Source: an optimization exercise on an open RTL-to-GDS flow (aim: small area, a short achievable clock period and few clock cycles per item). Production flows keep margins and buffers that such runs may drop. Only simulation tests tie the RTL to the original design; equivalence was not proved. Power figures rest on the tool's default switching activity, not on a simulated workload.

Setup of tundra:
==> flow/design.v <==
module mcdf(
  input clk_i,
  input rstn_i,
  input [1:0]  cmd_i,
  input [8-1:0] cmd_addr_i,
  input [32-1:0] cmd_data_i,
  output[32-1:0] cmd_data_o,
  input [31:0] ch0_data_i,
  input  ch0_vld_i,
  input [31:0] ch1_data_i,
  input  ch1_vld_i,
  input [31:0] ch2_data_i,
  input  ch2_vld_i,
  output  ch0_ready_o,
  output  ch1_ready_o,
  output  ch2_ready_o,
  input  fmt_grant_i,
  output [1:0] fmt_chid_o,
  output fmt_req_o,
  output [5:0]  fmt_length_o,
  output [31:0] fmt_data_o,
  output fmt_start_o,
  output fmt_end_o );
reg [5:0] creg0, creg1, creg2;           
wire cmd_wr = (cmd_i == 2'b10);
wire cmd_rd = (cmd_i == 2'b01);
wire wr0 = cmd_wr & (cmd_addr_i == 8'h00);
wire wr1 = cmd_wr & (cmd_addr_i == 8'h04);
wire wr2 = cmd_wr & (cmd_addr_i == 8'h08);
always @(posedge clk_i or negedge rstn_i)
  if (!rstn_i) begin
    creg0 <= 6'h07; creg1 <= 6'h07; creg2 <= 6'h07;
  end else begin
    if (wr0) creg0 <= cmd_data_i[5:0];
    if (wr1) creg1 <= cmd_data_i[5:0];
    if (wr2) creg2 <= cmd_data_i[5:0];
  end
wire [2:0] en = {creg2[0], creg1[0], creg0[0]};
wire [2:0] en_n = {wr2 ? cmd_data_i[0] : creg2[0],
                   wr1 ? cmd_data_i[0] : creg1[0],
                   wr0 ? cmd_data_i[0] : creg0[0]};
function [4:0] lmask;
  input [2:0] code;
  case (code)
    3'd0: lmask = 5'd3;
    3'd1: lmask = 5'd7;
    3'd2: lmask = 5'd15;
    default: lmask = 5'd31;
  endcase
endfunction
function [2:0] code_of;
  input [1:0] ch;
  case (ch)
    2'd0: code_of = creg0[5:3];
    2'd1: code_of = creg1[5:3];
    default: code_of = creg2[5:3];
  endcase
endfunction
reg  [1023:0] ring;           
reg  [2:0]    rdy_r;          
reg  [2:0]    wsel_r;         
reg  [1:0]    ich;            
reg           in_busy;        
reg  [4:0]    in_cnt;         
reg           in_last;        
reg  [4:0]    nw;             
reg  [5:0]    free;           
reg           f0, f31, f32;   
reg  [4:0]    k;              
reg           k30;            
reg  [3:0]    count;          
reg  [1:0]    pq [0:7];       
reg           gnt_ok;
reg           req_r;
reg           start_r, end_r, sending;
reg  [4:0]    out_idx;
reg  [1:0]    chid_r;
reg  [5:0]    len_r;
reg  [5:0]    cmd_data_r;
wire [2:0] vld = {ch2_vld_i, ch1_vld_i, ch0_vld_i};
wire acc = |(rdy_r & vld);                   
wire [1:0] rdy_ch = {rdy_r[2], rdy_r[1]};
assign ch0_ready_o = rdy_r[0];
assign ch1_ready_o = rdy_r[1];
assign ch2_ready_o = rdy_r[2];
wire [2:0] ich_oh = {ich == 2'd2, ich == 2'd1, ich == 2'd0};
wire [4:0] in_mask = lmask(code_of(ich));
wire [31:0] r31 = ring[1023:992];
wire [31:0] r0_n = ({32{wsel_r[0]}} & ch0_data_i) |
                   ({32{wsel_r[1]}} & ch1_data_i) |
                   ({32{wsel_r[2]}} & ch2_data_i) |
                   ({32{~(|wsel_r)}} & r31);
always @(posedge clk_i)
  ring <= {ring[991:0], r0_n};
assign fmt_data_o = r31;
wire has_head = (count != 4'd0);
wire head_inprog = (count == 4'd1) & in_busy;
wire at_tap = (~sending & k30) | end_r;
wire st_base = has_head & gnt_ok & at_tap;
wire emp = f32 | (f31 & sending);            
wire [3:0] cnt_a = count - {3'd0, start_r};  
wire [2:0] cand = vld & en & ~rdy_r;
reg  [2:0] pick;
always @(*) begin
  pick = 3'b000;
  case (ich)
    2'd0: if (cand[1]) pick = 3'b010; else if (cand[2]) pick = 3'b100; else if (cand[0]) pick = 3'b001;
          else if (en[0]) pick = 3'b001; else if (en[1]) pick = 3'b010; else if (en[2]) pick = 3'b100;
    2'd1: if (cand[2]) pick = 3'b100; else if (cand[0]) pick = 3'b001; else if (cand[1]) pick = 3'b010;
          else if (en[1]) pick = 3'b010; else if (en[2]) pick = 3'b100; else if (en[0]) pick = 3'b001;
    default:
          if (cand[0]) pick = 3'b001; else if (cand[1]) pick = 3'b010; else if (cand[2]) pick = 3'b100;
          else if (en[2]) pick = 3'b100; else if (en[0]) pick = 3'b001; else if (en[1]) pick = 3'b010;
  endcase
end
wire start0 = st_base & ~head_inprog;
wire start1 = st_base & (~head_inprog | in_last);
wire snd_keep = sending & ~end_r;
wire snd0 = start0 | snd_keep;
wire snd1 = start1 | snd_keep;
wire al0 = (nw == 5'd31);
wire f0_0  = f0 & ~sending;
wire f0_1  = ((free == 6'd1) & ~sending) | (f0 & sending);
wire f32_0 = f32 | (f31 & sending);
wire f32_1 = f32 & sending;
wire f31_0 = (f31 & ~sending) | ((free == 6'd30) & sending);
wire f31_1 = (f32 & ~sending) | (f31 & sending);
wire wok0 = (al0 & (~f0_0 | snd0)) | f32_0 | (f31_0 & snd0);
wire wok1 = (~f0_1 | snd1) | f32_1 | (f31_1 & snd1);
wire [2:0] sel0 = in_busy ? (ich_oh & en) : pick;
wire [2:0] sel1 = in_busy ? (in_last ? pick : (ich_oh & en)) : (rdy_r & en);
wire [2:0] kill = {wr2 & ~cmd_data_i[0], wr1 & ~cmd_data_i[0], wr0 & ~cmd_data_i[0]};
wire [2:0] wsel_n = acc ? (sel1 & {3{wok1}}) : (sel0 & {3{wok0}});
wire busy1 = ~in_busy | ~in_last;
wire start_d = acc ? start1 : start0;
integer i;
reg [2:0] busy;
always @(*) begin
  busy = 3'b000;
  if (in_busy) busy = busy | ich_oh;
  if (sending) busy = busy | {chid_r == 2'd2, chid_r == 2'd1, chid_r == 2'd0};
  for (i = 0; i < 8; i = i + 1)
    if (i < count)
      busy = busy | {pq[i] == 2'd2, pq[i] == 2'd1, pq[i] == 2'd0};
end
wire push = acc & ~in_busy;
always @(posedge clk_i or negedge rstn_i)
  if (!rstn_i) begin
    rdy_r <= 3'b000;
    wsel_r <= 3'b000;
    ich <= 2'd0;
    in_busy <= 1'b0;
    in_cnt <= 5'd0;
    in_last <= 1'b0;
    nw <= 5'd0;
    free <= 6'd32;
    f0 <= 1'b0; f31 <= 1'b0; f32 <= 1'b1;
    k <= 5'd0;
    k30 <= 1'b0;
    count <= 4'd0;
    gnt_ok <= 1'b0;
    req_r <= 1'b0;
    start_r <= 1'b0;
    end_r <= 1'b0;
    sending <= 1'b0;
    out_idx <= 5'd0;
    chid_r <= 2'd0;
    len_r <= 6'd32;
    cmd_data_r <= 6'd0;
  end else begin
    wsel_r <= wsel_n;
    rdy_r <= wsel_n & ~kill;
    if (push) ich <= rdy_ch;
    in_busy <= acc ? busy1 : in_busy;
    if (acc) in_cnt <= in_busy ? in_cnt + 5'd1 : 5'd1;
    if (acc) in_last <= in_busy & ((in_cnt + 5'd1) == in_mask);
    nw <= acc ? 5'd0 : nw + 5'd1;
    free <= acc ? (free + {5'd0, sending} - 6'd1) : (free + {5'd0, sending});
    f0  <= acc ? f0_1  : f0_0;
    f32 <= acc ? f32_1 : f32_0;
    f31 <= acc ? f31_1 : f31_0;
    k <= (acc & emp) ? 5'd0 : (sending ? 5'd31 : k + 5'd1);
    k30 <= ~(acc & emp) & ~sending & (k == 5'd29);
    count <= push ? cnt_a + 4'd1 : cnt_a;
    gnt_ok <= ~start_r & (gnt_ok | (req_r & fmt_grant_i));
    req_r <= (cnt_a > 4'd1) | ((cnt_a == 4'd1) & (push | ~start_d)) | ((cnt_a == 4'd0) & push);
    start_r <= start_d;
    sending <= acc ? snd1 : snd0;
    end_r <= snd_keep & ({1'b0, out_idx} == len_r - 6'd2);
    out_idx <= snd_keep ? out_idx + 5'd1 : 5'd0;
    if (~snd_keep) begin
      chid_r <= pq[0];
      len_r <= {1'b0, lmask(code_of(pq[0]))} + 6'd1;
    end
    if (cmd_rd)
      case (cmd_addr_i)
        8'h00: cmd_data_r <= creg0;
        8'h04: cmd_data_r <= creg1;
        8'h08: cmd_data_r <= creg2;
        8'h10:  cmd_data_r <= busy[0] ? free : 6'd32;
        8'h14:  cmd_data_r <= busy[1] ? free : 6'd32;
        8'h18:  cmd_data_r <= busy[2] ? free : 6'd32;
        default: ;
      endcase
  end
always @(posedge clk_i)
  for (i = 0; i < 8; i = i + 1)
    if (~in_busy && cnt_a == i)      
      pq[i] <= rdy_ch;
    else if (start_r)
      pq[i] <= (i < 7) ? pq[(i + 1) % 8] : pq[7];
assign fmt_req_o = req_r;
assign fmt_start_o = start_r;
assign fmt_end_o = end_r;
assign fmt_chid_o = chid_r;
assign fmt_length_o = len_r;
assign cmd_data_o = {26'd0, cmd_data_r};
endmodule
Settings: LEC_CHECK=0, ABC_CLOCK_PERIOD_IN_PS=2400, CAP_MARGIN=20, CORE_MARGIN=2, CORE_UTILIZATION=55, CTS_BUF_LIST=sky130_fd_sc_hd__clkbuf_16, CTS_CLUSTER_DIAMETER=55, CTS_CLUSTER_SIZE=45, PLACE_DENSITY=0.68, SETUP_SLACK_MARGIN=3.6, SLEW_MARGIN=20; clock period 6.0 ns.
standard.sh (not shown) runs the stock make flow with config.mk's settings and CLKGATE_MAP_FILE= SYNTH_SCRIPT=/design/flow/synth_recipe.tcl, a recipe that flattens the netlist after the stock synthesis.
==> flow/flow/run.sh <==
#!/bin/bash
set -e
export BUFFER_PORTS_ARGS="-buffer_cell sky130_fd_sc_hd__buf_2"
export CTS_ARGS="-sink_clustering_enable -repair_clock_nets -sink_clustering_size 40 -sink_clustering_max_diameter 50 -buf_list sky130_fd_sc_hd__clkbuf_16 -dont_use_dummy_load"
bash standard.sh > standard.log 2>&1
Testbench counts of tundra, summed over its fixed seeds: cycles 3,336, items 3,072.
For garnet, these inputs were changed with respect to tundra:
- a change of PLACE_DENSITY from 0.68 to 0.5
- a change of CORE_UTILIZATION from 55 to 45
==> flow/flow/run.sh <==
#!/bin/bash
set -e
export BUFFER_PORTS_ARGS="-buffer_cell sky130_fd_sc_hd__buf_2"
export CTS_ARGS="-sink_clustering_enable -repair_clock_nets -sink_clustering_size 45 -sink_clustering_max_diameter 55 -buf_list sky130_fd_sc_hd__clkbuf_16 -dont_use_dummy_load"
bash standard.sh > standard.log 2>&1
Findings:
- Status | tundra and garnet | clean
- Against tundra, cell area in garnet rose slightly.
- Compared with tundra, in garnet post-place setup slack now sits lower, overall power after layout now sits at about the same level, highest clock frequency the design can meet now sits lower.
- Compared with tundra, garnet shows a lower setup slack.
- Between tundra and garnet, maximum number of pins on one net before global-route repair increased.
### garnet -> pepper
- changing CORE_UTILIZATION from 45 to 80
- changing PLACE_DENSITY from 0.5 to 0.88
==> flow/run.sh (new file) <==
#!/bin/bash
# synth_recipe.tcl (not shown) runs the flow's synth.tcl, then flattens the netlist and writes it again
# the make line also repeats each setting of config.mk as NAME=value (left out here)
make -C /OpenROAD-flow-scripts/flow DESIGN_CONFIG=/design/flow/config.mk WORK_HOME=/design/flow/orfs CLKGATE_MAP_FILE= SYNTH_SCRIPT=/design/flow/synth_recipe.tcl finish
removed: flow/flow/run.sh
removed: flow/standard.sh
[summary]
- Starting density of the core: higher on pepper
- Row count (pepper vs. garnet) decreases by more than a quarter
- FAIL pepper @ 4_1_cts: tool exited with error
- Worst slack at placement: pepper vs garnet down 480 ps
- Compared with garnet, in pepper number of clock buffers inserted by TritonCTS -21; floorplan die height -61 um; placed cell area +1.4%.
- What garnet reported for post-placement cell count has to be multiplied by 0.873 to get the figure for pepper.
- Compare garnet and pepper | post-cts gate resize count lower: garnet
- The lower number of setup buffers added after CTS came out of garnet.

afterwards: timing with drivers on the ports:
How much do the figures lean on ideal ports? The routed layouts below were timed once more, with nothing changed but the port constraints.
Step 1 sets driving cells, clkbuf_16 on the clock port and buf_2 on the other inputs (assumed; they add their load-dependent delay and slew).
Step 2 times the ports against the registers' clock, not the clock port: input delays grow and output delays shrink by t, the midpoint of the rising clock arrivals with the driver on.
a / b / c = ideal / step 1 / step 2; a / b = the first two.
run | t (ns) | setup slack, ns | slew at the worst register clock pin (ns)
tundra | 0.651 | 3.576 / 3.519 / 3.047 | 0.11 / 0.11
garnet | 0.666 | 3.563 / 3.507 / 3.022 | 0.12 / 0.12
After both steps every run listed still meets setup and hold. The setup slack of garnet, which loses most, moves by -0.056 ns with the drivers and by -0.541 ns with both steps.
